Background: an optimization exercise with open tools, aiming at small area and a short achievable clock period. Do not read the settings as production practice.
RTL that was checked went through simulation tests only; none was proved equivalent to the original.
The clock port is modelled as an ideal driver, which makes a skipped or thinned clock tree look cheaper than it is; a real chip needs a root buffer or a tree.
Power is estimated from default activity; no workload was simulated.

==> v9 <==
==> flow/design.v (excerpt) <==
module part4(
    input clk,
    input [127:0] a,
    input [127:0] b,
    input cin,
    output [127:0] s,
    output cout
);
export LEC_CHECK = 0
export CAP_MARGIN = 20
export CORE_MARGIN = 2
export CORE_UTILIZATION = 60
export PLACE_DENSITY = 0.75
export SETUP_SLACK_MARGIN = 1.75
export SLEW_MARGIN = 20
export SYNTH_HIERARCHICAL = 1
export SYNTH_MINIMUM_KEEP_SIZE = 0
create_clock -name core_clock -period 3.2 [get_ports {clk}]
standard.sh (not shown) runs the stock make flow with config.mk's settings and CLKGATE_MAP_FILE= SYNTH_SCRIPT=/design/flow/synth_recipe.tcl, a recipe that flattens the netlist after the stock synthesis.
==> flow/flow/run.sh <==
#!/bin/bash
# The standard layout with four changes: the smallest drive for every
# combinational cell of the synthesised netlist (flow/downsize.tcl; the
# resizer sizes up where timing needs it), the smallest buffer on the
# ports, a shallow two-level clock tree (flow/cts_tree.tcl) in place of
# TritonCTS's, and shorter, stronger paths to the outputs: when the tree is
# built, the flip-flops that drive the output buffers move next to them,
# and they and the buffers get a stronger drive (the resizer still sizes
# everything as usual afterwards).
# make's full output goes to make.log in this folder.
set -euo pipefail
export BUFFER_PORTS_ARGS="-buffer_cell sky130_fd_sc_hd__buf_1"
export PRE_FLOORPLAN_TCL="$(pwd)/flow/downsize.tcl"
export PRE_CTS_TCL="$(pwd)/flow/cts_tree.tcl"
export CTS_TREE_PULL_OUTPUTS=1
export CTS_TREE_OUT_BUF=sky130_fd_sc_hd__buf_4
export CTS_TREE_OUT_FF=sky130_fd_sc_hd__dfxtp_2
bash standard.sh > make.log 2>&1
Other scripts of this flow, unchanged in this note and not shown: flow/flow/cts_tree.tcl, flow/flow/downsize.tcl
==> v16: changes against v9 <==
Settings changed: SETUP_SLACK_MARGIN 1.75 to 1.78.
==> comparison table <==
Minimum setup slack in the final design: v9 1.78 ns; v16 1.79 ns
Number of nets in the final layout: v9 2680; v16 2681
Worst reg2reg path depth: v9 6; v16 5
Number of vias per cell after detailed routing: v9 4.65; v16 4.64
Global routing usage on met2: v9 33.1%; v16 32.9%
Logic gate share of total power: v9 8.4%; v16 9.3%
Overall Global Routing Usage: v9 18.0%; v16 18.1%
Status: v9 timing/DRC/antenna clean; v16 timing/DRC/antenna clean
Crit share post-route: v9 44.3%; v16 44.0%
Slew at the pin with the worst max-slew slack: v9 0.418 ns; v16 0.427 ns
Finished Core Util: v9 69.2%; v16 70.6%
Critical path's largest stage delay: v9 0.34 ns; v16 0.36 ns
Worst slack after detailed placement: v9 1.50 ns; v16 1.44 ns
No run of this note takes its clock network from TritonCTS; it comes from the design's own scripts or RTL.

---

==> run K <==
==> flow/design.v <==
`timescale 1ns / 1ps
module gpo (
    input  gn_hi, pn_hi, gn_lo, pn_lo,
    output g, p
);
    assign g = ~(gn_hi & (pn_hi | gn_lo));
    assign p = ~(pn_hi | pn_lo);
endmodule
module gpa (
    input  g_hi, p_hi, g_lo, p_lo,
    output gn, pn
);
    assign gn = ~(g_hi | (p_hi & g_lo));
    assign pn = ~(p_hi & p_lo);
endmodule
module go (
    input  gn_hi, pn_hi, gn_lo,
    output g
);
    assign g = ~(gn_hi & (pn_hi | gn_lo));
endmodule
module ga (
    input  g_hi, p_hi, g_lo,
    output gn
);
    assign gn = ~(g_hi | (p_hi & g_lo));
endmodule
module ginv (
    input  x,
    output y
);
    assign y = ~x;
endmodule
module part3 #(
    parameter L = 5
)(
    input  [(1<<L)-1:0] gn,
    input  [(1<<L)-1:0] pn,
    output [(1<<L)-1:0] c
);
    localparam N = 1 << L;
    wire [N-1:0] gg [0:L];
    wire [N-1:0] pp [0:L];
    assign gg[0] = gn;
    assign pp[0] = pn;
    genvar l, j;
    generate
        for (l = 0; l < L; l = l + 1) begin : lv
            for (j = 0; j < N; j = j + 1) begin : nd
                if (j < (1 << l)) begin : pass
                    ginv u (.x(gg[l][j]), .y(gg[l+1][j]));
                    assign pp[l+1][j] = 1'b0;
                end else if (j < (2 << l)) begin : fin
                    if (l % 2 == 0) begin : o
                        go u (.gn_hi(gg[l][j]), .pn_hi(pp[l][j]), .gn_lo(gg[l][j-(1<<l)]), .g(gg[l+1][j]));
                    end else begin : a
                        ga u (.g_hi(gg[l][j]), .p_hi(pp[l][j]), .g_lo(gg[l][j-(1<<l)]), .gn(gg[l+1][j]));
                    end
                    assign pp[l+1][j] = 1'b0;
                end else begin : mid
                    if (l % 2 == 0) begin : o
                        gpo u (.gn_hi(gg[l][j]), .pn_hi(pp[l][j]), .gn_lo(gg[l][j-(1<<l)]), .pn_lo(pp[l][j-(1<<l)]),
                               .g(gg[l+1][j]), .p(pp[l+1][j]));
                    end else begin : a
                        gpa u (.g_hi(gg[l][j]), .p_hi(pp[l][j]), .g_lo(gg[l][j-(1<<l)]), .p_lo(pp[l][j-(1<<l)]),
                               .gn(gg[l+1][j]), .pn(pp[l+1][j]));
                    end
                end
            end
        end
    endgenerate
    assign c = gg[L];
endmodule
`timescale 1ns / 1ps
module part4(
    input clk,
    input [127:0] a,
    input [127:0] b,
    input cin,
    output [127:0] s,
    output cout
);
    localparam W = 4;
    localparam N = 128 / W;
    wire [128:0] c0;
    wire [127:0] d0s;
    wire [N-1:0] d0g;
    genvar k, i;
    generate
        for (k = 0; k < N; k = k + 1) begin : in_sl
            for (i = 0; i < W; i = i + 1) begin : fa
                localparam n = k*W + i;
                wire ci = (i == 0) ? ((k == 0) ? cin : 1'b0) : c0[n];
                assign d0s[n] = a[n] ^ b[n] ^ ci;
                assign c0[n+1] = (a[n] & b[n]) | (a[n] & ci) | (b[n] & ci);
            end
            assign d0g[k] = c0[k*W+W];
        end
    endgenerate
    reg [127:0] r0s;
    reg [N-1:0] r0gn;    
    always @(posedge clk) begin
        r0s <= d0s;
        r0gn <= ~d0g;
    end
    wire [N-1:0] pn;
    generate
        for (k = 0; k < N; k = k + 1) begin : pr
            assign pn[k] = ~&r0s[k*W +: W];
        end
    endgenerate
    wire [N-1:0] c1;
    part3 #(.L(5)) look (.gn(r0gn), .pn(pn), .c(c1));
    reg [127:0] r1s;
    reg [N:1] r1c;
    always @(posedge clk) begin
        r1s <= r0s;
        r1c <= c1;
    end
    wire [127:0] d2;
    assign d2[W-1:0] = r1s[W-1:0];
    generate
        for (k = 1; k < N; k = k + 1) begin : ic
            for (i = 0; i < W; i = i + 1) begin : bt
                if (i == 0) begin : b0
                    assign d2[k*W] = r1s[k*W] ^ r1c[k];
                end else begin : bn
                    assign d2[k*W+i] = r1s[k*W+i] ^ (r1c[k] & (&r1s[k*W +: i]));
                end
            end
        end
    endgenerate
    reg [128:0] r2, r3, r4, r5, r6, r7;
    always @(posedge clk) begin
        r2 <= {r1c[N], d2};
        r3 <= r2;
        r4 <= r3;
        r5 <= r4;
        r6 <= r5;
        r7 <= r6;
    end
    assign {cout, s} = r7;
endmodule
==> flow/flow/run.sh <==
#!/bin/bash
# The standard layout, with the smallest buffer on the ports in place of
# the default port buffer; the resizer still upsizes port buffers that
# limit timing. make's full output goes to make.log in this folder.
set -euo pipefail
export BUFFER_PORTS_ARGS="-buffer_cell sky130_fd_sc_hd__buf_1"
bash standard.sh > make.log 2>&1
==> flow/standard.sh <==
#!/bin/bash
# synth_recipe.tcl (not shown) runs the flow's synth.tcl, then flattens the netlist and writes it again
# the make line also repeats each setting of config.mk as NAME=value (left out here)
make -C /OpenROAD-flow-scripts/flow DESIGN_CONFIG=/design/flow/config.mk WORK_HOME=/design/flow/orfs CLKGATE_MAP_FILE= SYNTH_SCRIPT=/design/flow/synth_recipe.tcl "${@:-finish}"
==> flow/config.mk <==
export PLATFORM = sky130hd
export DESIGN_NAME = part4
export DESIGN_NICKNAME = part4
export VERILOG_FILES = /design/flow/design.v
export SDC_FILE = /design/flow/constraint.sdc
export NUM_CORES = 4
export LEC_CHECK = 0
export CAP_MARGIN = 20
export CORE_MARGIN = 2
export CORE_UTILIZATION = 60
export CTS_BUF_LIST = sky130_fd_sc_hd__clkbuf_8 sky130_fd_sc_hd__clkbuf_16
export CTS_CLUSTER_DIAMETER = 60
export CTS_CLUSTER_SIZE = 20
export PLACE_DENSITY = 0.75
export SETUP_SLACK_MARGIN = 1.4
export SLEW_MARGIN = 20
export SYNTH_HIERARCHICAL = 1
export SYNTH_MINIMUM_KEEP_SIZE = 0
==> flow/constraint.sdc <==
create_clock -name core_clock -period 3.2 [get_ports {clk}]
set_input_delay 0.6400 -clock core_clock [delete_from_list [all_inputs] [get_ports {clk}]]
set_output_delay 0.6400 -clock core_clock [all_outputs]
set_load 0.01 [all_outputs]
==> run G (differences from run K) <==
==> flow/flow/run.sh (replaced) <==
#!/bin/bash
# The standard layout with two changes: the smallest buffer on the ports
# (the resizer still upsizes those that limit timing), and a shallow
# two-level clock tree (flow/cts_tree.tcl) in place of TritonCTS's.
# make's full output goes to make.log in this folder.
set -euo pipefail
export BUFFER_PORTS_ARGS="-buffer_cell sky130_fd_sc_hd__buf_1"
export PRE_CTS_TCL="$(pwd)/flow/cts_tree.tcl"
bash standard.sh > make.log 2>&1
==> flow/flow/cts_tree.tcl (new file) <==
# Sourced by ORFS's cts.tcl as PRE_CTS_TCL. Replaces clock_tree_synthesis
# with a two-level tree: the flip-flops are split by recursive bisection of
# their placement into clusters of at most CTS_TREE_CAP sinks, each driven
# by a leaf buffer at its centre; the leaves are split the same way into
# CTS_TREE_ROOTS groups, each driven by a root buffer that the clock port
# drives. Every flip-flop sees the same two buffers, so the tree is
# balanced; it is just shallower than TritonCTS's.

proc cts_tree_bisect { pts cap } {
  # pts: list of {item x y}; returns a list of clusters (lists of pts)
  if { [llength $pts] <= $cap } { return [list $pts] }
  set xs [lsort -real [lmap p $pts { lindex $p 1 }]]
  set ys [lsort -real [lmap p $pts { lindex $p 2 }]]
  set dx [expr { [lindex $xs end] - [lindex $xs 0] }]
  set dy [expr { [lindex $ys end] - [lindex $ys 0] }]
  set idx [expr { $dx >= $dy ? 1 : 2 }]
  set s [lsort -real -index $idx $pts]
  set h [expr { [llength $s] / 2 }]
  return [concat [cts_tree_bisect [lrange $s 0 [expr { $h - 1 }]] $cap] \
                 [cts_tree_bisect [lrange $s $h end] $cap]]
}

proc cts_tree_centre { pts } {
  set sx 0.0; set sy 0.0
  foreach p $pts { set sx [expr { $sx + [lindex $p 1] }]; set sy [expr { $sy + [lindex $p 2] }] }
  set n [llength $pts]
  return [list [expr { int($sx / $n) }] [expr { int($sy / $n) }]]
}

proc cts_tree_buffer { block master name x y innet } {
  set inst [odb::dbInst_create $block $master $name]
  $inst setLocation $x $y
  $inst setPlacementStatus PLACED
  set net [odb::dbNet_create $block "${name}_net"]
  $net setSigType CLOCK
  [$inst findITerm X] connect $net
  if { $innet ne "" } { [$inst findITerm A] connect $innet }
  return [list $inst $net]
}

rename clock_tree_synthesis cts_tree_tritoncts
proc clock_tree_synthesis { args } {
  set cap [expr { [info exists ::env(CTS_TREE_CAP)] ? $::env(CTS_TREE_CAP) : 35 }]
  set nroots [expr { [info exists ::env(CTS_TREE_ROOTS)] ? $::env(CTS_TREE_ROOTS) : 4 }]
  set leafbuf [expr { [info exists ::env(CTS_TREE_LEAF)] ? $::env(CTS_TREE_LEAF) : "sky130_fd_sc_hd__clkbuf_16" }]
  set rootbuf [expr { [info exists ::env(CTS_TREE_ROOT)] ? $::env(CTS_TREE_ROOT) : "sky130_fd_sc_hd__clkbuf_16" }]
  set db [ord::get_db]
  set block [ord::get_db_block]
  set clk [get_ports [get_property [lindex [all_clocks] 0] sources]]
  set clknet [$block findNet [get_name [get_nets -of_objects $clk]]]
  set sinks {}
  foreach it [$clknet getITerms] {
    set bb [[$it getInst] getBBox]
    lappend sinks [list $it [expr { ([$bb xMin] + [$bb xMax]) / 2 }] [expr { ([$bb yMin] + [$bb yMax]) / 2 }]]
  }
  set clusters [cts_tree_bisect $sinks $cap]
  set leaves {}
  set i 0
  foreach c $clusters {
    lassign [cts_tree_centre $c] x y
    lappend leaves [list $i $x $y]
    set leafnet($i) $c
    incr i
  }
  set groups [cts_tree_bisect $leaves [expr { int(ceil([llength $leaves] / double($nroots))) }]]
  set lm [$db findMaster $leafbuf]
  set rm [$db findMaster $rootbuf]
  set r 0
  foreach g $groups {
    lassign [cts_tree_centre $g] x y
    lassign [cts_tree_buffer $block $rm "ctree_root_$r" $x $y $clknet] rinst rnet
    foreach l $g {
      lassign $l li lx ly
      lassign [cts_tree_buffer $block $lm "ctree_leaf_$li" $lx $ly $rnet] linst lnet
      foreach s $leafnet($li) {
        set it [lindex $s 0]
        $it disconnect
        $it connect $lnet
      }
    }
    incr r
  }
  puts "cts_tree: [llength $sinks] sinks, [llength $clusters] leaf buffers, [llength $groups] root buffers"
  set_propagated_clock [all_clocks]
}
==> run X (differences from run K) <==
==> flow/design.v (replaced) <==
`timescale 1ns / 1ps
module part3 #(
    parameter W = 8
)(
    input  [W-1:0] a,
    input  [W-1:0] b,
    input          cin,
    output [W:0]   s
);
    assign s = a + b + cin;
endmodule
module plook #(
    parameter N = 16
)(
    input  [N-1:0] g,
    input  [N-1:0] p,
    output [N:0]   c
);
    localparam L = $clog2(N);
    wire [N-1:0] gg [0:L];
    wire [N-1:0] pp [0:L];
    assign gg[0] = g;
    assign pp[0] = p;
    genvar l, j;
    generate
        for (l = 0; l < L; l = l + 1) begin : lv
            for (j = 0; j < N; j = j + 1) begin : nd
                if (j >= (1 << l)) begin : mg
                    assign gg[l+1][j] = gg[l][j] | (pp[l][j] & gg[l][j-(1<<l)]);
                    assign pp[l+1][j] = pp[l][j] & pp[l][j-(1<<l)];
                end else begin : cp
                    assign gg[l+1][j] = gg[l][j];
                    assign pp[l+1][j] = pp[l][j];
                end
            end
        end
    endgenerate
    assign c = {gg[L], 1'b0};
endmodule
module pinc #(
    parameter W = 8
)(
    input  [W-1:0] x,
    input          c,
    output [W-1:0] y
);
    genvar i;
    generate
        for (i = 0; i < W; i = i + 1) begin : bt
            if (i == 0) begin : b0
                assign y[i] = x[i] ^ c;
            end else begin : bn
                assign y[i] = x[i] ^ (c & (&x[i-1:0]));
            end
        end
    endgenerate
endmodule
`timescale 1ns / 1ps
module part4(
    input clk,
    input [127:0] a,
    input [127:0] b,
    input cin,
    output [127:0] s,
    output cout
);
    localparam W = 8;
    localparam N = 128 / W;
    wire [127:0] d0s;
    wire [N-1:0] d0g;
    genvar k;
    generate
        for (k = 0; k < N; k = k + 1) begin : in_sl
            part3 #(.W(W)) add (.a(a[k*W +: W]), .b(b[k*W +: W]),
                                .cin(k == 0 ? cin : 1'b0), .s({d0g[k], d0s[k*W +: W]}));
        end
    endgenerate
    reg [127:0] r0s;
    reg [N-1:0] r0g;
    always @(posedge clk) begin
        r0s <= d0s;
        r0g <= d0g;
    end
    wire [N-1:0] p0;
    generate
        for (k = 0; k < N; k = k + 1) begin : pr
            assign p0[k] = &r0s[k*W +: W];
        end
    endgenerate
    wire [N:0] c1;
    plook #(.N(N)) look (.g(r0g), .p(p0), .c(c1));
    reg [127:0] r1s;
    reg [N:1] r1c;
    always @(posedge clk) begin
        r1s <= r0s;
        r1c <= c1[N:1];
    end
    wire [127:0] d2;
    assign d2[W-1:0] = r1s[W-1:0];
    generate
        for (k = 1; k < N; k = k + 1) begin : ic
            pinc #(.W(W)) inc (.x(r1s[k*W +: W]), .c(r1c[k]), .y(d2[k*W +: W]));
        end
    endgenerate
    reg [128:0] r2, r3, r4, r5, r6, r7;
    always @(posedge clk) begin
        r2 <= {r1c[N], d2};
        r3 <= r2;
        r4 <= r3;
        r5 <= r4;
        r6 <= r5;
        r7 <= r6;
    end
    assign {cout, s} = r7;
endmodule
==> flow/run.sh (new file) <==
#!/bin/bash
# synth_recipe.tcl (not shown) runs the flow's synth.tcl, then flattens the netlist and writes it again
# the make line also repeats each setting of config.mk as NAME=value (left out here)
make -C /OpenROAD-flow-scripts/flow DESIGN_CONFIG=/design/flow/config.mk WORK_HOME=/design/flow/orfs CLKGATE_MAP_FILE= SYNTH_SCRIPT=/design/flow/synth_recipe.tcl finish
CORE_UTILIZATION = 40   (was 60)
CTS_BUF_LIST = default   (was sky130_fd_sc_hd__clkbuf_8 sky130_fd_sc_hd__clkbuf_16)
CTS_CLUSTER_DIAMETER = default   (was 60)
CTS_CLUSTER_SIZE = default   (was 20)
PLACE_DENSITY = default   (was 0.75)
SETUP_SLACK_MARGIN = default   (was 1.4)
SYNTH_HIERARCHICAL = default   (was 1)
SYNTH_MINIMUM_KEEP_SIZE = default   (was 0)
removed: flow/flow/run.sh
removed: flow/standard.sh
==> comparison table <==
item	run K	run X	run G
Result of the run	finished clean	finished clean	stopped before the end
Failing step	-	-	clock tree synthesis (4_1_cts)
Iter 0 DRT Violations	511	388	-
WP data required	3.70 ns	3.66 ns	-
Worst hold path type	in -> reg	reg -> reg	-
Final hold slack	0.287 ns	0.317 ns	-
Most frequent standard cell in the layout excluding fill and tap cells	dfxtp_1	dfxtp_1	-
Total standard cell area after synthesis	0.0277 sq mm	0.0279 sq mm	0.0277 sq mm
Leakage power figure	12.9 nW	15.2 nW	-
Clock root buffer	clkbuf_16	clkbuf_16	-
Cells on Worst Hold Path	2	0	-
Effective utilization at floorplan	0.608	0.405	0.608
Reg2reg start	r0s[54]	r0g[0]	-
Placed instance area	0.0305 sq mm	0.0329 sq mm	0.0305 sq mm
Vias in the first global route	13,400	14,500	-
GRT Residual Overflow	0	0	-
Count of inserted antenna diode cells	0	2	-
The RTL of run X was laid out without a check of its function.

-- what the ideal ports hide --
The results above use ideal ports. As a check the final layouts listed here were re-extracted and re-timed, cells and wires unchanged.
Step 1: set_driving_cell puts a clkbuf_16 on clk and a buf_2 on each other input, an assumption about the parent block.
Step 2 moves the port delays by t, midway between the first and last clock arrival at a register: inputs arrive t later, outputs are due t later. That takes back most of the time a late clock gives input paths.
Three values: ideal ports, drivers, drivers and shift; two values: the first two.
run | shift t [ns] | slack for setup (ns) | hold slack, ns | worst register clock-pin slew, ns
v9 | 0.523 | 1.782 / 1.537 / 1.513 | 0.313 / 0.314 / 0.314 | 0.12 / 0.12
v16 | 0.528 | 1.792 / 1.542 / 1.537 | 0.311 / 0.312 / 0.312 | 0.12 / 0.12
run K | 0.673 | 1.415 / 1.383 / 0.913 | 0.287 / 0.256 / 0.316 | 0.08 / 0.08
run X | 0.675 | 0.857 / 0.857 / 0.460 | 0.317 / 0.317 / 0.317 | 0.07 / 0.07
After both steps every run listed still meets setup and hold. The setup slack of run K, which loses most, moves by -0.032 ns with the drivers and by -0.502 ns with both steps.
